Context: an optimization exercise on an open-source flow, tuned for small area, a short achievable clock period and few clock cycles per item. The choices shown serve that exercise and are no tape-out recipe.
In this exercise RTL edits were held to simulation tests only and were not proved equivalent to the original.
Power is estimated from default activity; no workload was simulated.

$ cat run.sh
#!/bin/bash
# synth_recipe.tcl (not shown) runs the flow's synth.tcl, then flattens the netlist and writes it again
# the make line also repeats each setting of config.mk as NAME=value (left out here)
make -C /OpenROAD-flow-scripts/flow DESIGN_CONFIG=/design/flow/config.mk WORK_HOME=/design/flow/orfs CLKGATE_MAP_FILE= SYNTH_SCRIPT=/design/flow/synth_recipe.tcl finish
$ cat config.mk
export PLATFORM = sky130hd
export DESIGN_NAME = matrix_mul
export DESIGN_NICKNAME = matrix_mul
export VERILOG_FILES = /design/flow/design.v
export SDC_FILE = /design/flow/constraint.sdc
export NUM_CORES = 4
export LEC_CHECK = 0
export CAP_MARGIN = 20
export CORE_MARGIN = 2
export CORE_UTILIZATION = 40
export SETUP_SLACK_MARGIN = 2.5
export SLEW_MARGIN = 20
export SYNTH_HIERARCHICAL = 1
$ cat constraint.sdc
create_clock -name core_clock -period 8.0 [get_ports {clk}]
set_input_delay 1.6000 -clock core_clock [delete_from_list [all_inputs] [get_ports {clk}]]
set_output_delay 1.6000 -clock core_clock [all_outputs]
set_load 0.01 [all_outputs]
$ cat design.v
`timescale 1ns / 1ps
module fa (
    input logic a, b, c,
    output logic s, co
);
assign s = a ^ b ^ c;
assign co = (a & b) | (a & c) | (b & c);
endmodule
module ha (
    input logic a, b,
    output logic s, co
);
assign s = a ^ b;
assign co = a & b;
endmodule
module hb (
    input logic a, b,
    output logic s, co
);
fa add (.a(a), .b(b), .c(1'b1), .s(s), .co(co));
endmodule
module booth_enc (
    input logic [7:0] b,
    output logic [3:0] one,
    output logic [3:0] two,
    output logic [3:0] neg
);
logic [8:0] bx;
assign bx = {b, 1'b0};
genvar r;
generate
    for (r = 0; r < 4; r++) begin : digit
        assign one[r] = bx[2*r+1] ^ bx[2*r];
        assign two[r] = (bx[2*r+2] & ~bx[2*r+1] & ~bx[2*r]) | (~bx[2*r+2] & bx[2*r+1] & bx[2*r]);
        assign neg[r] = bx[2*r+2] & ~(bx[2*r+1] & bx[2*r]);
    end
endgenerate
endmodule
module cpa16 (
    input logic [15:0] a,
    input logic [15:0] b,
    output logic [15:0] s
);
logic [15:0] p, g;
assign p = a ^ b;
assign g = a & b;
logic g0_1;
assign g0_1 = g[1] | (p[1] & g[0]);
logic g0_3;
assign g0_3 = g[3] | (p[3] & g[2]);
logic p0_3;
assign p0_3 = p[3] & p[2];
logic g0_5;
assign g0_5 = g[5] | (p[5] & g[4]);
logic p0_5;
assign p0_5 = p[5] & p[4];
logic g0_7;
assign g0_7 = g[7] | (p[7] & g[6]);
logic p0_7;
assign p0_7 = p[7] & p[6];
logic g0_9;
assign g0_9 = g[9] | (p[9] & g[8]);
logic p0_9;
assign p0_9 = p[9] & p[8];
logic g0_11;
assign g0_11 = g[11] | (p[11] & g[10]);
logic p0_11;
assign p0_11 = p[11] & p[10];
logic g0_13;
assign g0_13 = g[13] | (p[13] & g[12]);
logic p0_13;
assign p0_13 = p[13] & p[12];
logic g1_3;
assign g1_3 = g0_3 | (p0_3 & g0_1);
logic g1_7;
assign g1_7 = g0_7 | (p0_7 & g0_5);
logic p1_7;
assign p1_7 = p0_7 & p0_5;
logic g1_11;
assign g1_11 = g0_11 | (p0_11 & g0_9);
logic p1_11;
assign p1_11 = p0_11 & p0_9;
logic g2_7;
assign g2_7 = g1_7 | (p1_7 & g1_3);
logic g5_11;
assign g5_11 = g1_11 | (p1_11 & g2_7);
logic g6_5;
assign g6_5 = g0_5 | (p0_5 & g1_3);
logic g6_9;
assign g6_9 = g0_9 | (p0_9 & g2_7);
logic g6_13;
assign g6_13 = g0_13 | (p0_13 & g5_11);
logic g7_2;
assign g7_2 = g[2] | (p[2] & g0_1);
logic g7_4;
assign g7_4 = g[4] | (p[4] & g1_3);
logic g7_6;
assign g7_6 = g[6] | (p[6] & g6_5);
logic g7_8;
assign g7_8 = g[8] | (p[8] & g2_7);
logic g7_10;
assign g7_10 = g[10] | (p[10] & g6_9);
logic g7_12;
assign g7_12 = g[12] | (p[12] & g5_11);
logic g7_14;
assign g7_14 = g[14] | (p[14] & g6_13);
assign s[0] = p[0];
assign s[1] = p[1] ^ g[0];
assign s[2] = p[2] ^ g0_1;
assign s[3] = p[3] ^ g7_2;
assign s[4] = p[4] ^ g1_3;
assign s[5] = p[5] ^ g7_4;
assign s[6] = p[6] ^ g6_5;
assign s[7] = p[7] ^ g7_6;
assign s[8] = p[8] ^ g2_7;
assign s[9] = p[9] ^ g7_8;
assign s[10] = p[10] ^ g6_9;
assign s[11] = p[11] ^ g7_10;
assign s[12] = p[12] ^ g5_11;
assign s[13] = p[13] ^ g7_12;
assign s[14] = p[14] ^ g6_13;
assign s[15] = p[15] ^ g7_14;
endmodule
`timescale 1ns / 1ps
module dot4 (
    input logic [7:0] a0, a1, a2, a3,
    input logic [3:0] one0, one1, one2, one3,
    input logic [3:0] two0, two1, two2, two3,
    input logic [3:0] neg0, neg1, neg2, neg3,
    output logic [31:0] cs
);
logic p1;
logic p2;
logic p3;
logic p4;
logic p5;
logic p6;
logic p7;
logic p8;
logic p9;
logic p10;
logic p11;
logic p12;
logic p13;
logic p14;
logic p15;
logic p16;
logic p17;
logic p18;
logic p19;
logic p20;
logic p21;
logic p22;
logic p23;
logic p24;
logic p25;
logic p26;
logic p27;
logic p28;
logic p29;
logic p30;
logic p31;
logic p32;
logic p33;
logic p34;
logic p35;
logic p36;
logic p37;
logic p38;
logic p39;
logic p40;
logic p41;
logic p42;
logic p43;
logic p44;
logic p45;
logic p46;
logic p47;
logic p48;
logic p49;
logic p50;
logic p51;
logic p52;
logic p53;
logic p54;
logic p55;
logic p56;
logic p57;
logic p58;
logic p59;
logic p60;
logic p61;
logic p62;
logic p63;
logic p64;
logic p65;
logic p66;
logic p67;
logic p68;
logic p69;
logic p70;
logic p71;
logic p72;
logic p73;
logic p74;
logic p75;
logic p76;
logic p77;
logic p78;
logic p79;
logic p80;
logic p81;
logic p82;
logic p83;
logic p84;
logic p85;
logic p86;
logic p87;
logic p88;
logic p89;
logic p90;
logic p91;
logic p92;
logic p93;
logic p94;
logic p95;
logic p96;
logic p97;
logic p98;
logic p99;
logic p100;
logic p101;
logic p102;
logic p103;
logic p104;
logic p105;
logic p106;
logic p107;
logic p108;
logic p109;
logic p110;
logic p111;
logic p112;
logic p113;
logic p114;
logic p115;
logic p116;
logic p117;
logic p118;
logic p119;
logic p121;
logic p122;
logic p123;
logic p124;
logic p125;
logic p126;
logic p127;
logic p128;
logic p129;
logic p130;
logic p131;
logic p132;
logic p133;
logic p134;
logic p135;
logic p136;
logic p137;
logic p138;
logic p139;
logic p140;
logic p141;
logic p142;
logic p143;
logic p144;
logic p145;
logic p146;
logic p147;
logic p148;
logic p149;
logic p150;
logic p151;
logic p152;
logic p153;
logic p154;
logic p155;
logic p156;
logic p157;
logic p158;
logic s159;
logic c160;
logic s161;
logic c162;
logic s163;
logic c164;
logic s165;
logic c166;
logic s167;
logic c168;
logic s169;
logic c170;
logic s171;
logic c172;
logic s173;
logic c174;
logic s175;
logic c176;
logic s177;
logic c178;
logic s179;
logic c180;
logic s181;
logic c182;
logic s183;
logic c184;
logic s185;
logic c186;
logic s187;
logic c188;
logic s189;
logic c190;
logic s191;
logic c192;
logic s193;
logic c194;
logic s195;
logic c196;
logic s197;
logic c198;
logic s199;
logic c200;
logic s201;
logic c202;
logic s203;
logic c204;
logic s205;
logic c206;
logic s207;
logic c208;
logic s209;
logic c210;
logic s211;
logic c212;
logic s213;
logic c214;
logic s215;
logic c216;
logic s217;
logic c218;
logic s219;
logic c220;
logic s221;
logic c222;
logic s223;
logic c224;
logic s225;
logic c226;
logic s227;
logic c228;
logic s229;
logic c230;
logic s231;
logic c232;
logic s233;
logic c234;
logic s235;
logic c236;
logic s237;
logic c238;
logic s239;
logic c240;
logic s241;
logic c242;
logic s243;
logic c244;
logic s245;
logic c246;
logic s247;
logic c248;
logic s249;
logic c250;
logic s251;
logic c252;
logic s253;
logic c254;
logic s255;
logic c256;
logic s257;
logic c258;
logic s259;
logic c260;
logic s261;
logic c262;
logic s263;
logic c264;
logic s265;
logic c266;
logic s267;
logic c268;
logic s269;
logic c270;
logic s271;
logic c272;
logic s273;
logic c274;
logic s275;
logic c276;
logic s277;
logic c278;
logic s279;
logic c280;
logic s281;
logic c282;
logic s283;
logic c284;
logic s285;
logic c286;
logic s287;
logic c288;
logic s289;
logic c290;
logic s291;
logic c292;
logic s293;
logic c294;
logic s295;
logic c296;
logic s297;
logic c298;
logic s299;
logic c300;
logic s301;
logic c302;
logic s303;
logic c304;
logic s305;
logic c306;
logic s307;
logic c308;
logic s309;
logic c310;
logic s311;
logic c312;
logic s313;
logic c314;
logic s315;
logic c316;
logic s317;
logic c318;
logic s319;
logic c320;
logic s321;
logic c322;
logic s323;
logic c324;
logic s325;
logic c326;
logic s327;
logic c328;
logic s329;
logic c330;
logic s331;
logic c332;
logic s333;
logic c334;
logic s335;
logic c336;
logic s337;
logic c338;
logic s339;
logic c340;
logic s341;
logic c342;
logic s343;
logic c344;
logic s345;
logic c346;
logic s347;
logic c348;
logic s349;
logic c350;
logic s351;
logic c352;
logic s353;
logic c354;
logic s355;
logic c356;
logic s357;
logic c358;
logic s359;
logic c360;
logic s361;
logic c362;
logic s363;
logic c364;
logic s365;
logic c366;
logic s367;
logic c368;
logic s369;
logic c370;
logic s371;
logic c372;
logic s373;
logic c374;
logic s375;
logic c376;
logic s377;
logic c378;
logic s379;
logic c380;
logic s381;
logic c382;
logic s383;
logic c384;
logic s385;
logic c386;
logic s387;
logic c388;
logic s389;
logic c390;
logic s391;
logic c392;
logic s393;
logic c394;
logic s395;
logic c396;
logic s397;
logic c398;
logic s399;
logic c400;
logic s401;
logic c402;
logic s403;
logic c404;
logic s405;
logic c406;
logic s407;
logic c408;
logic s409;
logic c410;
logic s411;
logic c412;
logic s413;
logic c414;
logic s415;
assign p1 = one0[0] & a0[0];
assign p2 = neg0[0] & ~(one0[0] & a0[0]);
assign p3 = ((one0[0] & a0[1]) | (two0[0] & a0[0])) ^ neg0[0];
assign p4 = ((one0[0] & a0[2]) | (two0[0] & a0[1])) ^ neg0[0];
assign p5 = ((one0[0] & a0[3]) | (two0[0] & a0[2])) ^ neg0[0];
assign p6 = ((one0[0] & a0[4]) | (two0[0] & a0[3])) ^ neg0[0];
assign p7 = ((one0[0] & a0[5]) | (two0[0] & a0[4])) ^ neg0[0];
assign p8 = ((one0[0] & a0[6]) | (two0[0] & a0[5])) ^ neg0[0];
assign p9 = ((one0[0] & a0[7]) | (two0[0] & a0[6])) ^ neg0[0];
assign p10 = ~(((one0[0] & a0[7]) | (two0[0] & a0[7])) ^ neg0[0]);
assign p11 = one0[1] & a0[0];
assign p12 = neg0[1] & ~(one0[1] & a0[0]);
assign p13 = ((one0[1] & a0[1]) | (two0[1] & a0[0])) ^ neg0[1];
assign p14 = ((one0[1] & a0[2]) | (two0[1] & a0[1])) ^ neg0[1];
assign p15 = ((one0[1] & a0[3]) | (two0[1] & a0[2])) ^ neg0[1];
assign p16 = ((one0[1] & a0[4]) | (two0[1] & a0[3])) ^ neg0[1];
assign p17 = ((one0[1] & a0[5]) | (two0[1] & a0[4])) ^ neg0[1];
assign p18 = ((one0[1] & a0[6]) | (two0[1] & a0[5])) ^ neg0[1];
assign p19 = ((one0[1] & a0[7]) | (two0[1] & a0[6])) ^ neg0[1];
assign p20 = ~(((one0[1] & a0[7]) | (two0[1] & a0[7])) ^ neg0[1]);
assign p21 = one0[2] & a0[0];
assign p22 = neg0[2] & ~(one0[2] & a0[0]);
assign p23 = ((one0[2] & a0[1]) | (two0[2] & a0[0])) ^ neg0[2];
assign p24 = ((one0[2] & a0[2]) | (two0[2] & a0[1])) ^ neg0[2];
assign p25 = ((one0[2] & a0[3]) | (two0[2] & a0[2])) ^ neg0[2];
assign p26 = ((one0[2] & a0[4]) | (two0[2] & a0[3])) ^ neg0[2];
assign p27 = ((one0[2] & a0[5]) | (two0[2] & a0[4])) ^ neg0[2];
assign p28 = ((one0[2] & a0[6]) | (two0[2] & a0[5])) ^ neg0[2];
assign p29 = ((one0[2] & a0[7]) | (two0[2] & a0[6])) ^ neg0[2];
assign p30 = ~(((one0[2] & a0[7]) | (two0[2] & a0[7])) ^ neg0[2]);
assign p31 = one0[3] & a0[0];
assign p32 = neg0[3] & ~(one0[3] & a0[0]);
assign p33 = ((one0[3] & a0[1]) | (two0[3] & a0[0])) ^ neg0[3];
assign p34 = ((one0[3] & a0[2]) | (two0[3] & a0[1])) ^ neg0[3];
assign p35 = ((one0[3] & a0[3]) | (two0[3] & a0[2])) ^ neg0[3];
assign p36 = ((one0[3] & a0[4]) | (two0[3] & a0[3])) ^ neg0[3];
assign p37 = ((one0[3] & a0[5]) | (two0[3] & a0[4])) ^ neg0[3];
assign p38 = ((one0[3] & a0[6]) | (two0[3] & a0[5])) ^ neg0[3];
assign p39 = ((one0[3] & a0[7]) | (two0[3] & a0[6])) ^ neg0[3];
assign p40 = ~(((one0[3] & a0[7]) | (two0[3] & a0[7])) ^ neg0[3]);
assign p41 = one1[0] & a1[0];
assign p42 = neg1[0] & ~(one1[0] & a1[0]);
assign p43 = ((one1[0] & a1[1]) | (two1[0] & a1[0])) ^ neg1[0];
assign p44 = ((one1[0] & a1[2]) | (two1[0] & a1[1])) ^ neg1[0];
assign p45 = ((one1[0] & a1[3]) | (two1[0] & a1[2])) ^ neg1[0];
assign p46 = ((one1[0] & a1[4]) | (two1[0] & a1[3])) ^ neg1[0];
assign p47 = ((one1[0] & a1[5]) | (two1[0] & a1[4])) ^ neg1[0];
assign p48 = ((one1[0] & a1[6]) | (two1[0] & a1[5])) ^ neg1[0];
assign p49 = ((one1[0] & a1[7]) | (two1[0] & a1[6])) ^ neg1[0];
assign p50 = ~(((one1[0] & a1[7]) | (two1[0] & a1[7])) ^ neg1[0]);
assign p51 = one1[1] & a1[0];
assign p52 = neg1[1] & ~(one1[1] & a1[0]);
assign p53 = ((one1[1] & a1[1]) | (two1[1] & a1[0])) ^ neg1[1];
assign p54 = ((one1[1] & a1[2]) | (two1[1] & a1[1])) ^ neg1[1];
assign p55 = ((one1[1] & a1[3]) | (two1[1] & a1[2])) ^ neg1[1];
assign p56 = ((one1[1] & a1[4]) | (two1[1] & a1[3])) ^ neg1[1];
assign p57 = ((one1[1] & a1[5]) | (two1[1] & a1[4])) ^ neg1[1];
assign p58 = ((one1[1] & a1[6]) | (two1[1] & a1[5])) ^ neg1[1];
assign p59 = ((one1[1] & a1[7]) | (two1[1] & a1[6])) ^ neg1[1];
assign p60 = ~(((one1[1] & a1[7]) | (two1[1] & a1[7])) ^ neg1[1]);
assign p61 = one1[2] & a1[0];
assign p62 = neg1[2] & ~(one1[2] & a1[0]);
assign p63 = ((one1[2] & a1[1]) | (two1[2] & a1[0])) ^ neg1[2];
assign p64 = ((one1[2] & a1[2]) | (two1[2] & a1[1])) ^ neg1[2];
assign p65 = ((one1[2] & a1[3]) | (two1[2] & a1[2])) ^ neg1[2];
assign p66 = ((one1[2] & a1[4]) | (two1[2] & a1[3])) ^ neg1[2];
assign p67 = ((one1[2] & a1[5]) | (two1[2] & a1[4])) ^ neg1[2];
assign p68 = ((one1[2] & a1[6]) | (two1[2] & a1[5])) ^ neg1[2];
assign p69 = ((one1[2] & a1[7]) | (two1[2] & a1[6])) ^ neg1[2];
assign p70 = ~(((one1[2] & a1[7]) | (two1[2] & a1[7])) ^ neg1[2]);
assign p71 = one1[3] & a1[0];
assign p72 = neg1[3] & ~(one1[3] & a1[0]);
assign p73 = ((one1[3] & a1[1]) | (two1[3] & a1[0])) ^ neg1[3];
assign p74 = ((one1[3] & a1[2]) | (two1[3] & a1[1])) ^ neg1[3];
assign p75 = ((one1[3] & a1[3]) | (two1[3] & a1[2])) ^ neg1[3];
assign p76 = ((one1[3] & a1[4]) | (two1[3] & a1[3])) ^ neg1[3];
assign p77 = ((one1[3] & a1[5]) | (two1[3] & a1[4])) ^ neg1[3];
assign p78 = ((one1[3] & a1[6]) | (two1[3] & a1[5])) ^ neg1[3];
assign p79 = ((one1[3] & a1[7]) | (two1[3] & a1[6])) ^ neg1[3];
assign p80 = ~(((one1[3] & a1[7]) | (two1[3] & a1[7])) ^ neg1[3]);
assign p81 = one2[0] & a2[0];
assign p82 = neg2[0] & ~(one2[0] & a2[0]);
assign p83 = ((one2[0] & a2[1]) | (two2[0] & a2[0])) ^ neg2[0];
assign p84 = ((one2[0] & a2[2]) | (two2[0] & a2[1])) ^ neg2[0];
assign p85 = ((one2[0] & a2[3]) | (two2[0] & a2[2])) ^ neg2[0];
assign p86 = ((one2[0] & a2[4]) | (two2[0] & a2[3])) ^ neg2[0];
assign p87 = ((one2[0] & a2[5]) | (two2[0] & a2[4])) ^ neg2[0];
assign p88 = ((one2[0] & a2[6]) | (two2[0] & a2[5])) ^ neg2[0];
assign p89 = ((one2[0] & a2[7]) | (two2[0] & a2[6])) ^ neg2[0];
assign p90 = ~(((one2[0] & a2[7]) | (two2[0] & a2[7])) ^ neg2[0]);
assign p91 = one2[1] & a2[0];
assign p92 = neg2[1] & ~(one2[1] & a2[0]);
assign p93 = ((one2[1] & a2[1]) | (two2[1] & a2[0])) ^ neg2[1];
assign p94 = ((one2[1] & a2[2]) | (two2[1] & a2[1])) ^ neg2[1];
assign p95 = ((one2[1] & a2[3]) | (two2[1] & a2[2])) ^ neg2[1];
assign p96 = ((one2[1] & a2[4]) | (two2[1] & a2[3])) ^ neg2[1];
assign p97 = ((one2[1] & a2[5]) | (two2[1] & a2[4])) ^ neg2[1];
assign p98 = ((one2[1] & a2[6]) | (two2[1] & a2[5])) ^ neg2[1];
assign p99 = ((one2[1] & a2[7]) | (two2[1] & a2[6])) ^ neg2[1];
assign p100 = ~(((one2[1] & a2[7]) | (two2[1] & a2[7])) ^ neg2[1]);
assign p101 = one2[2] & a2[0];
assign p102 = neg2[2] & ~(one2[2] & a2[0]);
assign p103 = ((one2[2] & a2[1]) | (two2[2] & a2[0])) ^ neg2[2];
assign p104 = ((one2[2] & a2[2]) | (two2[2] & a2[1])) ^ neg2[2];
assign p105 = ((one2[2] & a2[3]) | (two2[2] & a2[2])) ^ neg2[2];
assign p106 = ((one2[2] & a2[4]) | (two2[2] & a2[3])) ^ neg2[2];
assign p107 = ((one2[2] & a2[5]) | (two2[2] & a2[4])) ^ neg2[2];
assign p108 = ((one2[2] & a2[6]) | (two2[2] & a2[5])) ^ neg2[2];
assign p109 = ((one2[2] & a2[7]) | (two2[2] & a2[6])) ^ neg2[2];
assign p110 = ~(((one2[2] & a2[7]) | (two2[2] & a2[7])) ^ neg2[2]);
assign p111 = ((one2[3] & a2[0])) ^ neg2[3];
assign p112 = ((one2[3] & a2[1]) | (two2[3] & a2[0])) ^ neg2[3];
assign p113 = ((one2[3] & a2[2]) | (two2[3] & a2[1])) ^ neg2[3];
assign p114 = ((one2[3] & a2[3]) | (two2[3] & a2[2])) ^ neg2[3];
assign p115 = ((one2[3] & a2[4]) | (two2[3] & a2[3])) ^ neg2[3];
assign p116 = ((one2[3] & a2[5]) | (two2[3] & a2[4])) ^ neg2[3];
assign p117 = ((one2[3] & a2[6]) | (two2[3] & a2[5])) ^ neg2[3];
assign p118 = ((one2[3] & a2[7]) | (two2[3] & a2[6])) ^ neg2[3];
assign p119 = ~(((one2[3] & a2[7]) | (two2[3] & a2[7])) ^ neg2[3]);
assign cs[1] = one3[0] & a3[0];
assign p121 = neg3[0] & ~(one3[0] & a3[0]);
assign p122 = ((one3[0] & a3[1]) | (two3[0] & a3[0])) ^ neg3[0];
assign p123 = ((one3[0] & a3[2]) | (two3[0] & a3[1])) ^ neg3[0];
assign p124 = ((one3[0] & a3[3]) | (two3[0] & a3[2])) ^ neg3[0];
assign p125 = ((one3[0] & a3[4]) | (two3[0] & a3[3])) ^ neg3[0];
assign p126 = ((one3[0] & a3[5]) | (two3[0] & a3[4])) ^ neg3[0];
assign p127 = ((one3[0] & a3[6]) | (two3[0] & a3[5])) ^ neg3[0];
assign p128 = ((one3[0] & a3[7]) | (two3[0] & a3[6])) ^ neg3[0];
assign p129 = ~(((one3[0] & a3[7]) | (two3[0] & a3[7])) ^ neg3[0]);
assign p130 = one3[1] & a3[0];
assign p131 = neg3[1] & ~(one3[1] & a3[0]);
assign p132 = ((one3[1] & a3[1]) | (two3[1] & a3[0])) ^ neg3[1];
assign p133 = ((one3[1] & a3[2]) | (two3[1] & a3[1])) ^ neg3[1];
assign p134 = ((one3[1] & a3[3]) | (two3[1] & a3[2])) ^ neg3[1];
assign p135 = ((one3[1] & a3[4]) | (two3[1] & a3[3])) ^ neg3[1];
assign p136 = ((one3[1] & a3[5]) | (two3[1] & a3[4])) ^ neg3[1];
assign p137 = ((one3[1] & a3[6]) | (two3[1] & a3[5])) ^ neg3[1];
assign p138 = ((one3[1] & a3[7]) | (two3[1] & a3[6])) ^ neg3[1];
assign p139 = ~(((one3[1] & a3[7]) | (two3[1] & a3[7])) ^ neg3[1]);
assign p140 = one3[2] & a3[0];
assign p141 = neg3[2] & ~(one3[2] & a3[0]);
assign p142 = ((one3[2] & a3[1]) | (two3[2] & a3[0])) ^ neg3[2];
assign p143 = ((one3[2] & a3[2]) | (two3[2] & a3[1])) ^ neg3[2];
assign p144 = ((one3[2] & a3[3]) | (two3[2] & a3[2])) ^ neg3[2];
assign p145 = ((one3[2] & a3[4]) | (two3[2] & a3[3])) ^ neg3[2];
assign p146 = ((one3[2] & a3[5]) | (two3[2] & a3[4])) ^ neg3[2];
assign p147 = ((one3[2] & a3[6]) | (two3[2] & a3[5])) ^ neg3[2];
assign p148 = ((one3[2] & a3[7]) | (two3[2] & a3[6])) ^ neg3[2];
assign p149 = ~(((one3[2] & a3[7]) | (two3[2] & a3[7])) ^ neg3[2]);
assign p150 = ((one3[3] & a3[0])) ^ neg3[3];
assign p151 = ((one3[3] & a3[1]) | (two3[3] & a3[0])) ^ neg3[3];
assign p152 = ((one3[3] & a3[2]) | (two3[3] & a3[1])) ^ neg3[3];
assign p153 = ((one3[3] & a3[3]) | (two3[3] & a3[2])) ^ neg3[3];
assign p154 = ((one3[3] & a3[4]) | (two3[3] & a3[3])) ^ neg3[3];
assign p155 = ((one3[3] & a3[5]) | (two3[3] & a3[4])) ^ neg3[3];
assign p156 = ((one3[3] & a3[6]) | (two3[3] & a3[5])) ^ neg3[3];
assign p157 = ((one3[3] & a3[7]) | (two3[3] & a3[6])) ^ neg3[3];
assign p158 = ~(((one3[3] & a3[7]) | (two3[3] & a3[7])) ^ neg3[3]);
fa u160 (.a(p7), .b(p15), .c(p22), .s(s159), .co(c160));
ha u162 (.a(p23), .b(p47), .s(s161), .co(c162));
fa u164 (.a(p8), .b(p16), .c(p24), .s(s163), .co(c164));
fa u166 (.a(p31), .b(p48), .c(p56), .s(s165), .co(c166));
fa u168 (.a(p64), .b(p71), .c(p88), .s(s167), .co(c168));
ha u170 (.a(p96), .b(p104), .s(s169), .co(c170));
fa u172 (.a(p9), .b(p17), .c(p25), .s(s171), .co(c172));
fa u174 (.a(p32), .b(p33), .c(p49), .s(s173), .co(c174));
fa u176 (.a(p57), .b(p65), .c(p72), .s(s175), .co(c176));
fa u178 (.a(p73), .b(p89), .c(p97), .s(s177), .co(c178));
ha u180 (.a(p105), .b(p112), .s(s179), .co(c180));
fa u182 (.a(p10), .b(p18), .c(p26), .s(s181), .co(c182));
fa u184 (.a(p34), .b(p50), .c(p58), .s(s183), .co(c184));
fa u186 (.a(p66), .b(p74), .c(p90), .s(s185), .co(c186));
fa u188 (.a(p98), .b(p106), .c(p113), .s(s187), .co(c188));
fa u190 (.a(p19), .b(p27), .c(p35), .s(s189), .co(c190));
ha u192 (.a(p59), .b(p67), .s(s191), .co(c192));
fa u194 (.a(p20), .b(p28), .c(p36), .s(s193), .co(c194));
fa u196 (.a(p5), .b(p12), .c(p13), .s(s195), .co(c196));
ha u198 (.a(p45), .b(p52), .s(s197), .co(c198));
fa u200 (.a(p6), .b(p14), .c(p21), .s(s199), .co(c200));
fa u202 (.a(p46), .b(p54), .c(p61), .s(s201), .co(c202));
ha u204 (.a(p86), .b(p94), .s(s203), .co(c204));
fa u206 (.a(s159), .b(s161), .c(p55), .s(s205), .co(c206));
fa u208 (.a(p62), .b(p63), .c(p87), .s(s207), .co(c208));
fa u210 (.a(p95), .b(p102), .c(p103), .s(s209), .co(c210));
ha u212 (.a(p126), .b(p134), .s(s211), .co(c212));
fa u214 (.a(c160), .b(c162), .c(s163), .s(s213), .co(c214));
fa u216 (.a(s165), .b(s167), .c(s169), .s(s215), .co(c216));
fa u218 (.a(p111), .b(neg2[3]), .c(p127), .s(s217), .co(c218));
fa u220 (.a(p135), .b(p143), .c(p150), .s(s219), .co(c220));
fa u222 (.a(c164), .b(c166), .c(c168), .s(s221), .co(c222));
fa u224 (.a(c170), .b(s171), .c(s173), .s(s223), .co(c224));
fa u226 (.a(s175), .b(s177), .c(s179), .s(s225), .co(c226));
fa u228 (.a(p128), .b(p136), .c(p144), .s(s227), .co(c228));
fa u230 (.a(c172), .b(c174), .c(c176), .s(s229), .co(c230));
fa u232 (.a(c178), .b(c180), .c(s181), .s(s231), .co(c232));
fa u234 (.a(s183), .b(s185), .c(s187), .s(s233), .co(c234));
fa u236 (.a(p129), .b(p137), .c(p145), .s(s235), .co(c236));
fa u238 (.a(c182), .b(c184), .c(c186), .s(s237), .co(c238));
fa u240 (.a(c188), .b(s189), .c(s191), .s(s239), .co(c240));
fa u242 (.a(p75), .b(p99), .c(p107), .s(s241), .co(c242));
fa u244 (.a(p114), .b(p138), .c(p146), .s(s243), .co(c244));
fa u246 (.a(c190), .b(c192), .c(s193), .s(s245), .co(c246));
fa u248 (.a(p60), .b(p68), .c(p76), .s(s247), .co(c248));
fa u250 (.a(p100), .b(p108), .c(p115), .s(s249), .co(c250));
fa u252 (.a(p139), .b(p147), .c(p154), .s(s251), .co(c252));
fa u254 (.a(c194), .b(p29), .c(p37), .s(s253), .co(c254));
fa u256 (.a(p69), .b(p77), .c(p109), .s(s255), .co(c256));
ha u258 (.a(p116), .b(p148), .s(s257), .co(c258));
fa u260 (.a(p30), .b(p38), .c(p70), .s(s259), .co(c260));
fa u262 (.a(p2), .b(p3), .c(p42), .s(s261), .co(c262));
fa u264 (.a(p4), .b(p11), .c(p44), .s(s263), .co(c264));
ha u266 (.a(p51), .b(p84), .s(s265), .co(c266));
fa u268 (.a(s195), .b(s197), .c(p53), .s(s267), .co(c268));
fa u270 (.a(p85), .b(p92), .c(p93), .s(s269), .co(c270));
ha u272 (.a(p124), .b(p131), .s(s271), .co(c272));
fa u274 (.a(c196), .b(c198), .c(s199), .s(s273), .co(c274));
fa u276 (.a(s201), .b(s203), .c(p101), .s(s275), .co(c276));
fa u278 (.a(p125), .b(p133), .c(p140), .s(s277), .co(c278));
fa u280 (.a(c200), .b(c202), .c(c204), .s(s279), .co(c280));
fa u282 (.a(s205), .b(s207), .c(s209), .s(s281), .co(c282));
fa u284 (.a(s211), .b(p141), .c(p142), .s(s283), .co(c284));
fa u286 (.a(c206), .b(c208), .c(c210), .s(s285), .co(c286));
fa u288 (.a(c212), .b(s213), .c(s215), .s(s287), .co(c288));
fa u290 (.a(s217), .b(s219), .c(neg3[3]), .s(s289), .co(c290));
fa u292 (.a(c214), .b(c216), .c(c218), .s(s291), .co(c292));
fa u294 (.a(c220), .b(s221), .c(s223), .s(s293), .co(c294));
fa u296 (.a(s225), .b(s227), .c(p151), .s(s295), .co(c296));
fa u298 (.a(c222), .b(c224), .c(c226), .s(s297), .co(c298));
fa u300 (.a(c228), .b(s229), .c(s231), .s(s299), .co(c300));
fa u302 (.a(s233), .b(s235), .c(p152), .s(s301), .co(c302));
fa u304 (.a(c230), .b(c232), .c(c234), .s(s303), .co(c304));
fa u306 (.a(c236), .b(s237), .c(s239), .s(s305), .co(c306));
fa u308 (.a(s241), .b(s243), .c(p153), .s(s307), .co(c308));
fa u310 (.a(c238), .b(c240), .c(c242), .s(s309), .co(c310));
fa u312 (.a(c244), .b(s245), .c(s247), .s(s311), .co(c312));
hb u314 (.a(s249), .b(s251), .s(s313), .co(c314));
fa u316 (.a(c246), .b(c248), .c(c250), .s(s315), .co(c316));
fa u318 (.a(c252), .b(s253), .c(s255), .s(s317), .co(c318));
hb u320 (.a(s257), .b(p155), .s(s319), .co(c320));
fa u322 (.a(c254), .b(c256), .c(c258), .s(s321), .co(c322));
fa u324 (.a(s259), .b(p78), .c(p110), .s(s323), .co(c324));
fa u326 (.a(p117), .b(p149), .c(p156), .s(s325), .co(c326));
fa u328 (.a(c260), .b(p39), .c(p79), .s(s327), .co(c328));
ha u330 (.a(p118), .b(p157), .s(s329), .co(c330));
fa u332 (.a(s261), .b(p43), .c(p82), .s(s331), .co(c332));
fa u334 (.a(c262), .b(s263), .c(s265), .s(s333), .co(c334));
ha u336 (.a(p91), .b(p123), .s(s335), .co(c336));
fa u338 (.a(c264), .b(c266), .c(s267), .s(s337), .co(c338));
fa u340 (.a(s269), .b(s271), .c(p132), .s(s339), .co(c340));
fa u342 (.a(c268), .b(c270), .c(c272), .s(s341), .co(c342));
fa u344 (.a(s273), .b(s275), .c(s277), .s(s343), .co(c344));
fa u346 (.a(c274), .b(c276), .c(c278), .s(s345), .co(c346));
fa u348 (.a(s279), .b(s281), .c(s283), .s(s347), .co(c348));
fa u350 (.a(c280), .b(c282), .c(c284), .s(s349), .co(c350));
fa u352 (.a(s285), .b(s287), .c(s289), .s(s351), .co(c352));
fa u354 (.a(c286), .b(c288), .c(c290), .s(s353), .co(c354));
fa u356 (.a(s291), .b(s293), .c(s295), .s(s355), .co(c356));
fa u358 (.a(c292), .b(c294), .c(c296), .s(s357), .co(c358));
fa u360 (.a(s297), .b(s299), .c(s301), .s(s359), .co(c360));
fa u362 (.a(c298), .b(c300), .c(c302), .s(s361), .co(c362));
fa u364 (.a(s303), .b(s305), .c(s307), .s(s363), .co(c364));
fa u366 (.a(c304), .b(c306), .c(c308), .s(s365), .co(c366));
fa u368 (.a(s309), .b(s311), .c(s313), .s(s367), .co(c368));
fa u370 (.a(c310), .b(c312), .c(c314), .s(s369), .co(c370));
fa u372 (.a(s315), .b(s317), .c(s319), .s(s371), .co(c372));
fa u374 (.a(c316), .b(c318), .c(c320), .s(s373), .co(c374));
fa u376 (.a(s321), .b(s323), .c(s325), .s(s375), .co(c376));
fa u378 (.a(c322), .b(c324), .c(c326), .s(s377), .co(c378));
hb u380 (.a(s327), .b(s329), .s(s379), .co(c380));
fa u382 (.a(c328), .b(c330), .c(p40), .s(s381), .co(c382));
fa u384 (.a(p80), .b(p119), .c(p158), .s(s383), .co(c384));
ha u386 (.a(p1), .b(p41), .s(s385), .co(c386));
fa u388 (.a(s331), .b(p83), .c(p121), .s(s387), .co(c388));
fa u390 (.a(c332), .b(s333), .c(s335), .s(s389), .co(c390));
fa u392 (.a(c334), .b(c336), .c(s337), .s(s391), .co(c392));
fa u394 (.a(c338), .b(c340), .c(s341), .s(s393), .co(c394));
fa u396 (.a(c342), .b(c344), .c(s345), .s(s395), .co(c396));
fa u398 (.a(c346), .b(c348), .c(s349), .s(s397), .co(c398));
fa u400 (.a(c350), .b(c352), .c(s353), .s(s399), .co(c400));
fa u402 (.a(c354), .b(c356), .c(s357), .s(s401), .co(c402));
fa u404 (.a(c358), .b(c360), .c(s361), .s(s403), .co(c404));
fa u406 (.a(c362), .b(c364), .c(s365), .s(s405), .co(c406));
fa u408 (.a(c366), .b(c368), .c(s369), .s(s407), .co(c408));
fa u410 (.a(c370), .b(c372), .c(s373), .s(s409), .co(c410));
fa u412 (.a(c374), .b(c376), .c(s377), .s(s411), .co(c412));
fa u414 (.a(c378), .b(c380), .c(s381), .s(s413), .co(c414));
assign s415 = c382 ^ c384;
ha u417 (.a(s385), .b(p81), .s(cs[0]), .co(cs[2]));
fa u419 (.a(c386), .b(s387), .c(p122), .s(cs[3]), .co(cs[4]));
fa u421 (.a(c388), .b(s389), .c(p130), .s(cs[5]), .co(cs[6]));
fa u423 (.a(c390), .b(s391), .c(s339), .s(cs[7]), .co(cs[8]));
fa u425 (.a(c392), .b(s393), .c(s343), .s(cs[9]), .co(cs[10]));
fa u427 (.a(c394), .b(s395), .c(s347), .s(cs[11]), .co(cs[12]));
fa u429 (.a(c396), .b(s397), .c(s351), .s(cs[13]), .co(cs[14]));
fa u431 (.a(c398), .b(s399), .c(s355), .s(cs[15]), .co(cs[16]));
fa u433 (.a(c400), .b(s401), .c(s359), .s(cs[17]), .co(cs[18]));
fa u435 (.a(c402), .b(s403), .c(s363), .s(cs[19]), .co(cs[20]));
fa u437 (.a(c404), .b(s405), .c(s367), .s(cs[21]), .co(cs[22]));
fa u439 (.a(c406), .b(s407), .c(s371), .s(cs[23]), .co(cs[24]));
fa u441 (.a(c408), .b(s409), .c(s375), .s(cs[25]), .co(cs[26]));
fa u443 (.a(c410), .b(s411), .c(s379), .s(cs[27]), .co(cs[28]));
fa u445 (.a(c412), .b(s413), .c(s383), .s(cs[29]), .co(cs[30]));
assign cs[31] = c414 ^ s415 ^ 1'b1;
endmodule
module dot4_fin (
    input logic [31:0] cs,
    output logic [15:0] res
);
logic [15:0] row0, row1;
assign row0 = {cs[30], cs[28], cs[26], cs[24], cs[22], cs[20], cs[18], cs[16], cs[14], cs[12], cs[10], cs[8], cs[6], cs[4], cs[2], cs[0]};
assign row1 = {cs[31], cs[29], cs[27], cs[25], cs[23], cs[21], cs[19], cs[17], cs[15], cs[13], cs[11], cs[9], cs[7], cs[5], cs[3], cs[1]};
cpa16 add (.a(row0), .b(row1), .s(res));
endmodule
`timescale 1ns / 1ps
module matrix_mul #(
    parameter BITS = 8,  
    parameter WIDTH = 4,  
    parameter HEIGHT_A = 4,  
    parameter WIDTH_B = 4  
)(
    input logic clk,  
    input logic reset,  
    input logic start,  
    input logic [HEIGHT_A*WIDTH*BITS-1:0] i_array_a,  
    input logic [WIDTH*WIDTH_B*BITS-1:0] i_array_b,  
    output logic [HEIGHT_A*WIDTH_B*2*BITS-1:0] o_array_res,  
    output logic done  
);
localparam int NCS = 32;  
logic [3:0] one [WIDTH*WIDTH_B];
logic [3:0] two [WIDTH*WIDTH_B];
logic [3:0] neg [WIDTH*WIDTH_B];
genvar e;
generate
    for (e = 0; e < WIDTH*WIDTH_B; e++) begin : enc
        booth_enc be (.b(i_array_b[e*BITS +: BITS]), .one(one[e]), .two(two[e]), .neg(neg[e]));
    end
endgenerate
logic [HEIGHT_A*WIDTH_B*NCS-1:0] cs, cs_q;
genvar i, j;
generate
    for (i = 0; i < HEIGHT_A; i++) begin : row
        for (j = 0; j < WIDTH_B; j++) begin : col
            localparam int R = i*WIDTH_B + j;
            dot4 dot (
                .a0(i_array_a[(i*WIDTH+0)*BITS +: BITS]),
                .a1(i_array_a[(i*WIDTH+1)*BITS +: BITS]),
                .a2(i_array_a[(i*WIDTH+2)*BITS +: BITS]),
                .a3(i_array_a[(i*WIDTH+3)*BITS +: BITS]),
                .one0(one[0*WIDTH_B+j]), .two0(two[0*WIDTH_B+j]), .neg0(neg[0*WIDTH_B+j]),
                .one1(one[1*WIDTH_B+j]), .two1(two[1*WIDTH_B+j]), .neg1(neg[1*WIDTH_B+j]),
                .one2(one[2*WIDTH_B+j]), .two2(two[2*WIDTH_B+j]), .neg2(neg[2*WIDTH_B+j]),
                .one3(one[3*WIDTH_B+j]), .two3(two[3*WIDTH_B+j]), .neg3(neg[3*WIDTH_B+j]),
                .cs(cs[R*NCS +: NCS])
            );
            dot4_fin fin (.cs(cs_q[R*NCS +: NCS]), .res(o_array_res[R*2*BITS +: 2*BITS]));
        end
    end
endgenerate
always_ff @(posedge clk) begin
    if (start) cs_q <= cs;
end
always_ff @(posedge clk or negedge reset) begin
    if (!reset) done <= 1'b0;
    else if (start) done <= 1'b1;
end
endmodule
==> results.py, run 1 <==
metrics = {
    "worst_setup_path": {
        "worst-setup-path-type": "in -> reg",
        "cp.required_ns": 8.45,
        "cp-start-kind": "input pin",
        "end_kind": "register",
        "cp_max_fo": 7,
        "crit-reg2reg-launch": "done",
        "r2r_slack_ns": 7.29,
        "crit_arrival_ns": 6.05,
        "reg2reg_depth": 1,
        "timing.rr.end": "done",
    },
    "timing": {
        "hold_violations": 0,
        "finalSetupViolations": 0,
        "slew_headroom": 0.181,
        "fin_crit_sh": 0.701,
        "tns_ns": 0,
        "drv_slew": 0,
        "grt_setup_unrepaired": "yes",
        "period_needed_ns": 5.61,
        "fmax_mhz": 178,
        "finClkSkew_ns": 0,
        "tightest_slew_ns": 1.23,
    },
    "clocking": {
        "clock-sinks": 513,
        "cts-root-buf": "clkbuf_16",
        "clock_latency_ns": 0.72,
        "clockBufferDepth": 3,
        "cts_tree": "yes",
        "cts_buffers": 75,
        "clk_pin_slew_ns": 0.05,
        "htree_levels": 3,
    },
    "grt": {
        "grt_pass1_vias": 98100,
        "grt-busiest-layer": "met2",
        "overflow": 0,
        "met1_usage": 0.412,
        "grt_pass1_wl_um": 722000,
        "antenna_found_initial": 75,
        "met3_usage": 0.174,
        "grt_usage": 0.338,
        "met2_usage": 0.476,
        "grt_max_degree": 142,
    },
    "drt": {
        "wirelength_um": 532000,
        "drt_iter0_markers": 14800,
        "num_vias": 93800,
        "final_antenna_net_count": 0,
        "wl_per_cell_um": 37.2,
        "avgViaCountPerCell": 6.56,
        "drtPass1Iterations": 12,
        "drcViolationCount": 0,
    },
    "placement": {
        "dpl_cell_area_sq_mm": 0.122,
        "gp_congestion": 0.945,
        "io_buffer_count": 515,
        "dp_hpwl_um": 326000,
        "dp.cells": 13800,
    },
    "floorplan": {
        "rows": 200,
        "dieArea_sq_mm": 0.301,
        "io_pins": 516,
        "fp.coreArea_sq_mm": 0.296,
        "start_util": 0.401,
        "fp.dieH_um": 549,
        "fp.dieW_um": 549,
    },
    "worst_hold_path": {
        "min_to": "done",
        "hp-start": "done",
        "min_path_type": "reg -> reg",
        "hold_depth": 1,
    },
    "synthesis": {
        "synthArstFlopShare": 0.00195,
        "synth_edf_count": 512,
        "synthTopCellsByCount": "fa_1 (2192), xnor2_1 (1920), a22oi_1 (1744)",
        "syn-instance-count": 10100,
        "ys.flop_type": "edfxtp_1",
        "syn-num-nets": 13000,
        "ys_ff_latch": 513,
        "synth.lib_cells_used.distinct": 34,
        "ys_warn_count": 10,
        "synth_top_area_frac": 0.370,
        "ys_seq_area_frac": 0.130,
        "netlist_top_cells_area": "fa_1 (37%), xnor2_1 (14%), edfxtp_1 (13%)",
        "synthMostInstantiatedCell": "fa_1",
        "synthesis.area_sq_mm": 0.119,
        "synth_top_cell_by_area": "fa_1",
        "avgSynthCellArea_sq_um": 11.8,
    },
    "power_and_ir_drop": {
        "pwr-share-clk": 0.056,
        "p_seq_frac": 0.134,
        "p_total_uw": 66500,
        "irDropWorstVdd_mv": 0.443,
        "swShare": 0.468,
        "powerDensity_mw_per_mm2": 501,
        "p_comb_frac": 0.810,
        "p_int_uw": 35400,
        "p_leak_uw": 0.0492,
        "switchingPower_uw": 31100,
    },
    "finish": {
        "layout.cells.non_filler": 14300,
        "drive_gt1_frac": 0.144,
        "final_util": 0.448,
        "nets": 13200,
        "design_area_sq_mm": 0.133,
        "num-fill-cells": 27000,
        "area_delta_synth_final_pct": 11.8,
    },
    "job": {
        "drv_cap": 0,
    },
    "run_status": {
        "status": "timing/DRC/antenna clean",
    },
}
==> modules after synthesis, one instance, submodules excluded, excerpt <==
| module | flip-flops and latches | times used |
|---|---|---|
| fa | 0 | 2064 |
| dot4 | 0 | 16 |
| ha | 0 | 224 |
| booth_enc | 0 | 16 |
| hb | 0 | 48 |
| cpa16 | 0 | 16 |
==> how the worst max path moves through the flow <==
stage                   from          endpoint  slack [ns]
5_1_grt        i_array_b[26]         cs_q[501]        2.39
4_1_cts            cs_q[416]  o_array_res[217]        2.40
3_5_place_dp   i_array_b[21]         cs_q[211]        1.08
3_3_place_gp   i_array_b[22]         cs_q[211]        0.74
6_report       i_array_b[90]         cs_q[499]        2.39
2_1_floorplan  i_array_b[26]         cs_q[109]        2.50
==> layout by cell type, fill, tap and decap left out, drive strengths merged, types with 23 or more instances in the layout <==
master	Yosys	routed
fa	2192	2192
xnor2	1920	1920
a22oi	1792	1792
buf	1136	811
edfxtp	512	512
ha	480	480
clkdlybuf4s50	0	354
o21ai	336	336
xor2	320	320
nor2b	288	288
inv	224	232
and2	224	224
clkbuf	48	156
nand2b	128	128
nand2	112	112
a21oi	112	112
diode	0	52
conb	48	48
nor2	32	32
o22ai	32	32
bufbuf	0	30
dlymetal6s2s	0	23
==> critical path, cell delays in order <==
cell and delay [ns]:
dlygate4sd2_1 0.31, nand2b_4 0.18, o22ai_4 0.22, buf_4 0.16, buf_12 0.18, a22oi_1 0.12, xnor2_1 0.20, fa_1 0.65
fa_2 0.49, fa_1 0.46, fa_2 0.55, fa_1 0.43, fa_1 0.49
==> repair_timing <==
| item | CTS | global route |
|---|---|---|
| pin swaps | 108 | 260 |
| gates cloned | 48 | 17 |
| hold buffers | 0 | 0 |
| gates resized for setup | 350 | 420 |
| buffers inserted | 201 | 92 |
| setup endpoints to repair | 327 | 300 |
==> stage by stage <==
stage / setup slack, ns / hold slack, ns
6_report: 2.39 / 0.468
5_1_grt: 2.39 / 0.478
4_1_cts: 2.40 / 0.474
3_5_place_dp: 1.08 / 0.459
3_3_place_gp: 0.736 / 0.447
2_1_floorplan: 2.50 / 0.504
==> registers in the layout (all words and copies together) (netlist names) <==
register  count
cs_q        512
done          1
==> final cells by class <==
| class | count | area (sq um) | share of cell area |
|---|---|---|---|
| Multi-Input combinational cell | 8129 | 93800 | 0.707 |
| Clock inverter | 40 | 542 | 0.00408 |
| Timing Repair Buffer | 1312 | 15100 | 0.114 |
| Clock buffer | 91 | 1990 | 0.0150 |
| Antenna cell | 52 | 130 | 0.000981 |
| Sequential cell | 513 | 15400 | 0.116 |
| Inverter | 224 | 841 | 0.00634 |
| Tap cell | 3939 | 4930 | 0.0371 |
==> power groups by stage <==
stage	logic [uW]	registers [uW]	clock network, uW
6_report	53900	8890	3720
5_1_grt	59800	9050	3850
4_1_cts	53200	8900	3770
3_5_place_dp	52200	8940	0
3_3_place_gp	51300	8890	0
2_1_floorplan	32200	8720	0
==> routing by layer <==
| layer | routed length, um | vias to the layer above |
|---|---|---|
| met2 | 213000 | 8801 |
| met4 | 38900 | 92 |
| met1 | 186000 | 48200 |
| li1 | - | 34600 |
| met5 | 2680 | - |
| met3 | 91600 | 2156 |
==> cells by family (layout without fill, tap and decap cells) <==
group / Yosys count / in the layout / share of synthesized area
buffers and inverters: 1408 / 1667 / 0.0982
DFF: 513 / 513 / 0.130
xor gates and xnor gates: 2240 / 2240 / 0.165
other: 48 / 100 / 0.00152
and+or+nand+nor: 817 / 817 / 0.0400
AOI/OAI and AO/OA: 2352 / 2352 / 0.145
adders and majority gates: 2672 / 2672 / 0.420
Testbench counts, summed over its fixed seeds: cycles 2,000, items 2,000.
==> run 2: changes to the inputs <==
--- a/config.mk
+++ b/config.mk
@@ -7,7 +7,7 @@
 export LEC_CHECK = 0
 export CAP_MARGIN = 20
 export CORE_MARGIN = 2
-export CORE_UTILIZATION = 40
-export SETUP_SLACK_MARGIN = 2.5
+export CORE_UTILIZATION = 55
+export SETUP_SLACK_MARGIN = 2.6
 export SLEW_MARGIN = 20
 export SYNTH_HIERARCHICAL = 1
==> run 2 against run 1 <==
Design area decreased by 0.44%; clock-buffer cell count increased by 4; critical path depth decreased by 4; sequential share of layout area increased by 0.051 points; global-route usage increased by 12 points; cell count decreased by 6.9%; largest power group unchanged; worst setup slack improved by 0.16 ns; via count increased by 0.59%.
==> results.py, run 2 <==
metrics = {
    "placement": {
        "gp_congestion": 0.995,
        "io_buffer_count": 515,
        "dp.cells": 12700,
        "dp_hpwl_um": 329000,
    },
    "timing": {
        "fmax_mhz": 184,
        "tns_ns": 0,
        "slew_headroom": 0.170,
        "hold_violations": 0,
        "tightest_slew_ns": 1.25,
        "drv_slew": 0,
        "finClkSkew_ns": 0,
        "finalSetupViolations": 0,
        "fin_crit_sh": 0.681,
        "grt_setup_unrepaired": "yes",
        "period_needed_ns": 5.45,
    },
    "synthesis": {
        "synthesis.area_sq_mm": 0.119,
        "synth_top_cell_by_area": "fa_1",
        "synth.lib_cells_used.distinct": 34,
        "syn-num-nets": 13000,
        "synth_edf_count": 512,
        "synthArstFlopShare": 0.00195,
        "avgSynthCellArea_sq_um": 11.8,
        "ys_seq_area_frac": 0.130,
        "ys_ff_latch": 513,
        "synthTopCellsByCount": "fa_1 (2192), xnor2_1 (1920), a22oi_1 (1744)",
        "synthMostInstantiatedCell": "fa_1",
        "ys_warn_count": 10,
        "ys.flop_type": "edfxtp_1",
        "syn-instance-count": 10100,
        "netlist_top_cells_area": "fa_1 (37%), xnor2_1 (14%), edfxtp_1 (13%)",
        "synth_top_area_frac": 0.370,
    },
    "grt": {
        "grt_pass1_wl_um": 704000,
        "overflow": 0,
        "met2_usage": 0.637,
        "grt_pass1_vias": 97700,
        "grt-busiest-layer": "met2",
        "antenna_found_initial": 55,
        "grt_usage": 0.454,
        "met3_usage": 0.202,
        "grt_max_degree": 113,
        "met1_usage": 0.559,
    },
    "floorplan": {
        "io_pins": 516,
        "dieArea_sq_mm": 0.220,
        "fp.dieH_um": 469,
        "fp.coreArea_sq_mm": 0.215,
        "rows": 170,
        "start_util": 0.553,
        "fp.dieW_um": 469,
    },
    "drt": {
        "final_antenna_net_count": 0,
        "wl_per_cell_um": 38.5,
        "num_vias": 94400,
        "drt_iter0_markers": 14900,
        "wirelength_um": 513000,
        "drcViolationCount": 0,
        "drtPass1Iterations": 10,
        "avgViaCountPerCell": 7.09,
    },
    "clocking": {
        "cts_buffers": 73,
        "clk_pin_slew_ns": 0.06,
        "clock_latency_ns": 0.72,
        "htree_levels": 3,
        "clockBufferDepth": 3,
        "cts-root-buf": "clkbuf_16",
        "postCtsHoldBufs": 0,
        "cts_tree": "yes",
        "clock-sinks": 513,
    },
    "finish": {
        "area_delta_synth_final_pct": 11.3,
        "top_regs": "cs_q x512, done x1",
        "layout.cells.non_filler": 13300,
        "top_register": "cs_q",
        "mostFrequentLayoutCell": "xnor2_1",
        "final-seq-area_sq_mm": 0.0154,
        "multi_input_area_sq_mm": 0.0948,
        "drive_gt1_frac": 0.191,
        "largest_register_ffs": 512,
        "num-fill-cells": 17100,
        "final_util": 0.616,
        "nets": 13300,
        "mostFrequentLayoutCells": "xnor2_1 (1906), fa_1 (1784), a22oi_1 (1742)",
    },
    "run_status": {
        "status": "timing/DRC/antenna clean",
    },
    "power_and_ir_drop": {
        "p_leak_uw": 0.0493,
        "p_total_uw": 66500,
        "powerDensity_mw_per_mm2": 503,
        "irDropWorstVdd_mv": 0.544,
    },
    "worst_setup_path": {
        "cp_max_fo": 24,
        "end_kind": "register",
        "worst-setup-path-type": "in -> reg",
        "cp.required_ns": 8.47,
        "crit_arrival_ns": 5.91,
        "cp-start-kind": "input pin",
        "reg2reg_depth": 1,
    },
    "job": {
        "drv_cap": 0,
    },
    "worst_hold_path": {
        "min_path_type": "reg -> reg",
        "hold_depth": 1,
    },
}
run 2: routing by layer:
| metal | up-vias | share of wire |
|---|---|---|
| met5 | - | 0.00063 |
| met2 | 9004 | 0.41 |
| met1 | 48100 | 0.34 |
| met4 | 34 | 0.092 |
| met3 | 2420 | 0.16 |
| li1 | 34900 | - |
run 2: logic make-up after synthesis:
group,count (synthesis),share of synthesized area
adders and majority gates,2672,0.420
buffers and inverters,1408,0.0982
other,48,0.00152
DFF,513,0.130
AOI/OAI and AO/OA,2352,0.145
and+or+nand+nor,817,0.0400
xor gates and xnor gates,2240,0.165
run 2: worst max-delay path: stages:
cell,delay (ns)
buf_2,0.88
a22oi_1,0.18
xnor2_1,0.22
fa_1,0.59
fa_1,0.49
fa_2,0.39
fa_1,0.47
fa_1,0.59
fa_1,0.45
run 2: power breakdown:
group / internal [uW] / switching, uW / total, uW
clock network: 2010 / 1490 / 3500
registers: 8220 / 729 / 8940
logic: 25600 / 28400 / 54100
total: 35900 / 30700 / 66500
run 2: Yosys stat by module, one instance, submodules excluded, a selection:
module	cells	flip-flops and latches	cell area, sq um
booth_enc	18	0	135
cpa16	70	0	617
dot4	362	0	2940
fa	1	0	20.0
ha	1	0	12.5
hb	1	0	3.75
matrix_mul	514	513	15400
run 2: repair_timing:
item,4_1_cts,5_1_grt
cloned,32,7
pin swaps,128,180
endpoints found under the setup margin,408,270
gates resized for setup,340,315
buffers inserted,267,98
run 2: area by class of cell:
cell class	count	area share
multi-input combinational	8136	0.717
antenna	42	0.000795
sequential	513	0.117
clock inverter	39	0.00326
timing repair buffer	1424	0.114
clock buffer	95	0.0152
inverter	224	0.00636
tap	2838	0.0269
run 2: worst paths after layout:
check | startpoint | to | slack [ns]
setup / recovery | i_array_a[110] | cs_q[495] | 2.55
hold reg to reg | done | done | 0.46
max in group asynchronous | reset | done | 6.88
hold / removal | done | done | 0.46
min in group asynchronous | reset | done | 1.02
setup reg to reg | done | done | 7.30
run 2: stage by stage:
stage          setup WS [ns]  hold slack (ns)  cell area [sq um]
3_3_place_gp            1.02            0.447             122000
3_5_place_dp           0.982            0.453             122000
4_1_cts                 2.56            0.465             130000
5_1_grt                 2.55            0.504             132000
6_report                2.55            0.458             132000
2_1_floorplan           2.54            0.504             120000
==> run 3: changes to the inputs <==
--- a/design.v
+++ b/design.v
@@ -32,7 +32,7 @@
     for (r = 0; r < 4; r++) begin : digit
         assign one[r] = bx[2*r+1] ^ bx[2*r];
         assign two[r] = (bx[2*r+2] & ~bx[2*r+1] & ~bx[2*r]) | (~bx[2*r+2] & bx[2*r+1] & bx[2*r]);
-        assign neg[r] = bx[2*r+2] & ~(bx[2*r+1] & bx[2*r]);
+        assign neg[r] = bx[2*r+2];
     end
 endgenerate
 endmodule
--- a/config.mk
+++ b/config.mk
@@ -8,6 +8,6 @@
 export CAP_MARGIN = 20
 export CORE_MARGIN = 2
 export CORE_UTILIZATION = 55
-export SETUP_SLACK_MARGIN = 2.6
+export SETUP_SLACK_MARGIN = 2.5
 export SLEW_MARGIN = 20
 export SYNTH_HIERARCHICAL = 1
==> run 3 against run 2 <==
Still clean on timing, DRC and antenna; power down 5.6%; worst hold slack better by 0.00079 ns; sequential cell count unchanged; register-to-register slack about the same; sequential power down 2%; die area down 0.15%; via count down 2.8%; critical path depth unchanged; combinational power down 6.8%; synthesized cell count unchanged; critical path type unchanged; largest power group unchanged; highest routed layer unchanged.
==> results.py, run 3 <==
metrics = {
    "synthesis": {
        "ys.flop_type": "edfxtp_1",
        "synthTopCellsByCount": "fa_1 (2192), xnor2_1 (1920), a22oi_1 (1744)",
        "synthesis.area_sq_mm": 0.119,
        "synth_top_area_frac": 0.370,
        "syn-instance-count": 10100,
        "synthMostInstantiatedCell": "fa_1",
        "synth.lib_cells_used.distinct": 33,
        "synth_top_cell_by_area": "fa_1",
        "synthArstFlopShare": 0.00195,
        "ys_seq_area_frac": 0.130,
        "syn-num-nets": 12900,
        "synth_edf_count": 512,
        "netlist_top_cells_area": "fa_1 (37%), xnor2_1 (14%), edfxtp_1 (13%)",
        "ys_warn_count": 10,
        "avgSynthCellArea_sq_um": 11.8,
        "ys_ff_latch": 513,
    },
    "placement": {
        "io_buffer_count": 515,
        "gp_congestion": 0.957,
        "pre_cts_slack_ns": 0.960,
        "dp_hpwl_um": 313000,
    },
    "finish": {
        "drive_gt1_frac": 0.129,
        "mostFrequentLayoutCells": "fa_1 (2156), xnor2_1 (1903), a22oi_1 (1744)",
        "mostFrequentLayoutCell": "fa_1",
        "top_regs": "cs_q x512, done x1",
        "area_delta_synth_final_pct": 8.66,
        "num-fill-cells": 17600,
        "largest_register_ffs": 512,
        "nets": 13000,
        "top_register": "cs_q",
        "final-seq-area_sq_mm": 0.0154,
        "multi_input_area_sq_mm": 0.0930,
    },
    "timing": {
        "period_needed_ns": 5.58,
        "finalSetupViolations": 0,
        "hold_violations": 0,
        "finClkSkew_ns": 0,
        "slew_headroom": 0.129,
        "grt_setup_unrepaired": "yes",
        "tns_ns": 0,
        "fin_crit_sh": 0.697,
        "tightest_slew_ns": 1.31,
        "setup_slack_ns": 2.42,
        "fmax_mhz": 179,
        "drv_slew": 0,
    },
    "drt": {
        "wirelength_um": 488000,
        "final_antenna_net_count": 0,
        "avgViaCountPerCell": 7.01,
        "drtPass1Iterations": 11,
        "num_vias": 91700,
        "drt_iter0_markers": 13700,
        "drcViolationCount": 0,
        "wl_per_cell_um": 37.3,
    },
    "worst_setup_path": {
        "cp-start-kind": "input pin",
        "crit_family": "adder cells",
        "end_kind": "register",
        "worst-setup-path-type": "in -> reg",
        "crit_path_max_incr_delay_ns": 0.83,
        "cp_max_fo": 25,
        "crit-reg2reg-launch": "done",
        "cp_slowest_cell": "buf_2",
        "crit_top_cell": "fa_1",
        "cp.required_ns": 8.48,
        "path_depth": 9,
        "crit_start": "i_array_a[1]",
        "crit_chain": "buf_2 -> a22oi_1 -> xnor2_1 -> fa_1 -> fa_1 -> fa_1 -> fa_1 -> fa_1 -> fa_1",
        "crit_buf_inv": 1,
        "endpoint": "cs_q[51]",
        "timing.rr.end": "done",
        "r2r_slack_ns": 7.30,
        "reg2reg_depth": 1,
        "crit_arrival_ns": 6.06,
    },
    "power_and_ir_drop": {
        "irDropWorstVdd_mv": 0.421,
        "powerDensity_mw_per_mm2": 488,
        "p_leak_uw": 0.0477,
    },
    "grt": {
        "antenna_found_initial": 44,
        "grt_pass1_wl_um": 681000,
        "overflow": 0,
        "grt_usage": 0.433,
        "grt_pass1_vias": 96300,
        "grt_max_degree": 138,
    },
    "floorplan": {
        "fp.dieH_um": 468,
        "start_util": 0.553,
        "io_pins": 516,
        "dieArea_sq_mm": 0.219,
        "fp.coreArea_sq_mm": 0.214,
        "fp.dieW_um": 468,
        "rows": 170,
    },
    "clocking": {
        "cts_buffers": 76,
        "cts_tree": "yes",
        "cts-root-buf": "clkbuf_16",
        "htree_levels": 3,
        "clock_latency_ns": 0.75,
        "postCtsHoldBufs": 0,
        "clk_pin_slew_ns": 0.06,
        "clock-sinks": 513,
        "clockBufferDepth": 3,
    },
    "worst_hold_path": {
        "hp-start": "done",
        "min_path_type": "reg -> reg",
        "hold_depth": 1,
    },
    "run_status": {
        "status": "timing/DRC/antenna clean",
    },
    "job": {
        "drv_cap": 0,
    },
}
[run 3: changes by cell type in the layout (fill, tap and decap cells not counted), sizes merged, moves of 11 or more]
cell	delta
nor2b	-51
o22ai	-19
clkbuf	-20
xor2	+48
o21ai	+16
nand3b	+16
buf	-226
dlymetal6s2s	-11
clkdlybuf4s50	+76
nand2	-16
ha	-48
[run 3: layout make-up]
class	count	area share
flip-flops and latches	513	0.120
inverters	224	0.00653
diodes	37	0.000719
well taps	2838	0.0276
multi-input cells	8082	0.722
clock inverters	48	0.00430
repair buffers	1250	0.104
clock buffers	90	0.0155
[run 3: where the power goes]
| group | switching, uW | internal (uW) | total (uW) |
|---|---|---|---|
| Combinational | 26700 | 23700 | 50400 |
| Sequential | 739 | 8030 | 8770 |
| Clock | 1540 | 2110 | 3650 |
[run 3: cell families after synthesis]
kind of cell	synth area share
AO/OA/AOI/OAI	0.144
XOR/XNOR	0.169
adder cells (fa/ha/maj)	0.416
buffers and inverters	0.101
flip-flops	0.130
other	0.00152
AND/OR/NAND/NOR	0.0381
[run 3: per-layer routing]
| layer | GRT usage | vias to the layer above | wire length (um) |
|---|---|---|---|
| met5 | 0.00132 | - | 497 |
| met4 | 0.275 | 26 | 40500 |
| met3 | 0.168 | 2136 | 74500 |
| met2 | 0.614 | 8282 | 201000 |
| met1 | 0.552 | 47000 | 172000 |
| li1 | - | 34300 | - |
[run 3: how the worst min path moves through the flow]
stage / to / slack [ns]
finish: done / 0.46
global route: done / 0.50
CTS: done / 0.47
detailed placement: done / 0.45
global placement: done / 0.45
floorplan: done / 0.50
[run 3: Yosys stat by module, one instance, submodules excluded, excerpt]
module,times used,cells inside,area (sq um),flip-flops and latches
dot4,16,362,2940,0
fa,2064,1,20.0,0
booth_enc,16,18,124,0
ha,224,1,12.5,0
matrix_mul,1,514,15400,513
cpa16,16,70,617,0
hb,48,1,3.75,0
[run 3: per-stage QoR]
step	cells	total power, uW	hold WS, ns	instance area, sq um	utilization
2_1_floorplan	10100	39600	0.504	119000	-
3_3_place_gp	12600	56600	0.452	121000	0.562
3_5_place_dp	12600	57700	0.451	121000	0.563
5_1_grt	13100	68400	0.503	129000	0.601
6_report	13100	62800	0.459	129000	0.601
4_1_cts	12900	62100	0.466	126000	0.589
[run 3: repair_timing]
item,CTS,global route
resized for setup,259,330
buffers inserted,118,95
pin swaps,64,153
gates cloned,28,25
setup endpoints to repair,340,282
Testbench counts of run 3, summed over its fixed seeds: cycles 2,000, items 2,000.
==> run 4: changes to the inputs <==
--- a/config.mk
+++ b/config.mk
@@ -8,6 +8,6 @@
 export CAP_MARGIN = 20
 export CORE_MARGIN = 2
 export CORE_UTILIZATION = 55
-export SETUP_SLACK_MARGIN = 2.5
+export SETUP_SLACK_MARGIN = 2.65
 export SLEW_MARGIN = 20
 export SYNTH_HIERARCHICAL = 1
==> run 4 against run 3 <==
Largest power group unchanged; critical path depth up 1; non-clock buffer count increased by 108; design area rose by 3.2%; cell count up 0.98%; synthesized area is the same; highest routed layer unchanged; critical endpoint is now cs_q[15]; routed wire length is 0.96% lower; die area did not move; utilization is 1.9 points higher; still clean on timing, DRC and antenna; sequential cell count is the same; worst hold slack improved by 0.0088 ns; via count decreased by 0.44%.
==> results.py, run 4 <==
metrics = {
    "synthesis": {
        "syn-num-nets": 12900,
        "synth_top_cell_by_area": "fa_1",
        "synthArstFlopShare": 0.00195,
        "synth.lib_cells_used.distinct": 33,
        "avgSynthCellArea_sq_um": 11.8,
        "synthesis.area_sq_mm": 0.119,
        "ys_seq_area_frac": 0.130,
        "ys_warn_count": 10,
        "ys.flop_type": "edfxtp_1",
        "synth_top_area_frac": 0.370,
        "netlist_top_cells_area": "fa_1 (37%), xnor2_1 (14%), edfxtp_1 (13%)",
        "synthTopCellsByCount": "fa_1 (2192), xnor2_1 (1920), a22oi_1 (1744)",
        "synthMostInstantiatedCell": "fa_1",
    },
    "clocking": {
        "cts_tree": "yes",
        "clockBufferDepth": 3,
        "cts-root-buf": "clkbuf_16",
        "cts_buffers": 75,
        "clock_latency_ns": 0.75,
        "postCtsHoldBufs": 0,
        "clock-sinks": 513,
    },
    "timing": {
        "fmax_mhz": 183,
        "finalSetupViolations": 0,
        "hold_violations": 0,
        "grt_setup_unrepaired": "yes",
        "tns_ns": 0,
        "slew_headroom": 0.125,
        "period_needed_ns": 5.47,
        "fin_crit_sh": 0.683,
    },
    "finish": {
        "mostFrequentLayoutCells": "xnor2_1 (1896), fa_1 (1727), a22oi_1 (1688)",
        "top_regs": "cs_q x512, done x1",
        "nets": 13100,
        "largest_register_ffs": 512,
        "top_register": "cs_q",
        "drive_gt1_frac": 0.190,
        "mostFrequentLayoutCell": "xnor2_1",
        "num-fill-cells": 17000,
        "final_util": 0.620,
        "area_delta_synth_final_pct": 12.2,
        "final-seq-area_sq_mm": 0.0154,
        "multi_input_area_sq_mm": 0.0949,
    },
    "job": {
        "drv_cap": 0,
    },
    "run_status": {
        "status": "timing/DRC/antenna clean",
    },
    "worst_setup_path": {
        "end_kind": "register",
        "worst-setup-path-type": "in -> reg",
        "cp.required_ns": 8.48,
        "cp_max_fo": 16,
        "crit_arrival_ns": 5.94,
        "cp-start-kind": "input pin",
    },
    "drt": {
        "wl_per_cell_um": 36.6,
        "wirelength_um": 483000,
        "final_antenna_net_count": 0,
        "drtPass1Iterations": 9,
        "drcViolationCount": 0,
        "drt_iter0_markers": 13900,
        "avgViaCountPerCell": 6.91,
        "num_vias": 91300,
    },
    "power_and_ir_drop": {
        "irDropWorstVdd_mv": 0.464,
        "p_total_uw": 64200,
        "p_leak_uw": 0.0487,
        "powerDensity_mw_per_mm2": 483,
    },
    "floorplan": {
        "start_util": 0.553,
        "fp.dieW_um": 468,
        "rows": 170,
        "fp.dieH_um": 468,
    },
    "placement": {
        "dp_hpwl_um": 306000,
        "io_buffer_count": 515,
    },
    "grt": {
        "grt_usage": 0.416,
        "grt_max_degree": 136,
        "grt_pass1_vias": 96300,
        "antenna_found_initial": 58,
    },
    "worst_hold_path": {
        "min_path_type": "reg -> reg",
    },
}
[run 4: kinds of logic (layout without fill, tap and decap cells)]
logic type | after synthesis | count (layout) | synth area share
DFF | 513 | 513 | 0.130
buffers and inverters | 1456 | 1719 | 0.101
other | 48 | 98 | 0.00152
and+or+nand+nor | 769 | 769 | 0.0381
adders and majority gates | 2624 | 2624 | 0.416
AOI/OAI and AO/OA | 2352 | 2355 | 0.144
xor gates and xnor gates | 2288 | 2294 | 0.169
[run 4: per-layer routing]
layer / up-vias / global-route usage / part of all wire
li1: 34500 / - / -
met1: 47000 / 0.546 / 0.36
met2: 7917 / 0.596 / 0.42
met3: 1901 / 0.141 / 0.15
met4: 21 / 0.245 / 0.071
met5: - / 0.00264 / 0.00069
[run 4: path summary, 6_finish.rpt]
path	start	end	slack, ns	cells after the start
worst max-delay path	i_array_a[14]	cs_q[15]	2.53	10
min in group asynchronous	reset	done	0.99	1
worst max register to register	done	done	7.30	1
worst min register to register	done	done	0.47	1
max in group asynchronous	reset	done	6.91	1
worst min-delay path	done	done	0.47	1
[run 4: critical path: stages]
cell and delay, ns:
dlymetal6s2s_1 0.64, buf_12 0.32, a22oi_1 0.12, xnor2_1 0.26
fa_1 0.48, fa_1 0.61, fa_2 0.48, fa_2 0.38
fa_1 0.59, fa_1 0.44
[run 4: stage by stage]
step | worst slack, ns | area, sq um | cells
finish | 2.53 | 133000 | 13200
detailed placement | 1.15 | 122000 | 12600
CTS | 2.49 | 129000 | 13000
global route | 2.56 | 133000 | 13200
global placement | 1.21 | 122000 | 12600
floorplan | 2.55 | 121000 | 10100
[run 4: Yosys stat by module, one instance, submodules excluded, a selection]
module / flops+latches / cells inside
booth_enc: 0 / 18
cpa16: 0 / 70
dot4: 0 / 362
fa: 0 / 1
ha: 0 / 1
hb: 0 / 1
matrix_mul: 513 / 514
[run 4: final cells by class]
type,instances,area share
multi-input combinational,8090,0.714
timing repair buffer,1358,0.117
sequential,513,0.116
tap,2838,0.0267
clock buffer,92,0.0151
inverter,224,0.00634
clock inverter,45,0.00350
antenna,50,0.000941
[run 4: power breakdown]
group / switching, uW / total (uW) / internal (uW)
clock network: 1500 / 3510 / 2010
logic: 27200 / 51900 / 24700
registers: 714 / 8740 / 8030
[run 4: timing repair]
item,4_1_cts,5_1_grt
setup buffers,158,144
pin swaps,74,205
resized for setup,380,572
cloned,30,53
setup endpoints to repair,394,284

Setup slack of run 4, layout unchanged: 2.535 ns with ideal ports, 2.584 ns with driving cells assumed (clock clkbuf_16, inputs buf_2), 1.738 ns with port delays also shifted by the 0.847 ns mid clock arrival.
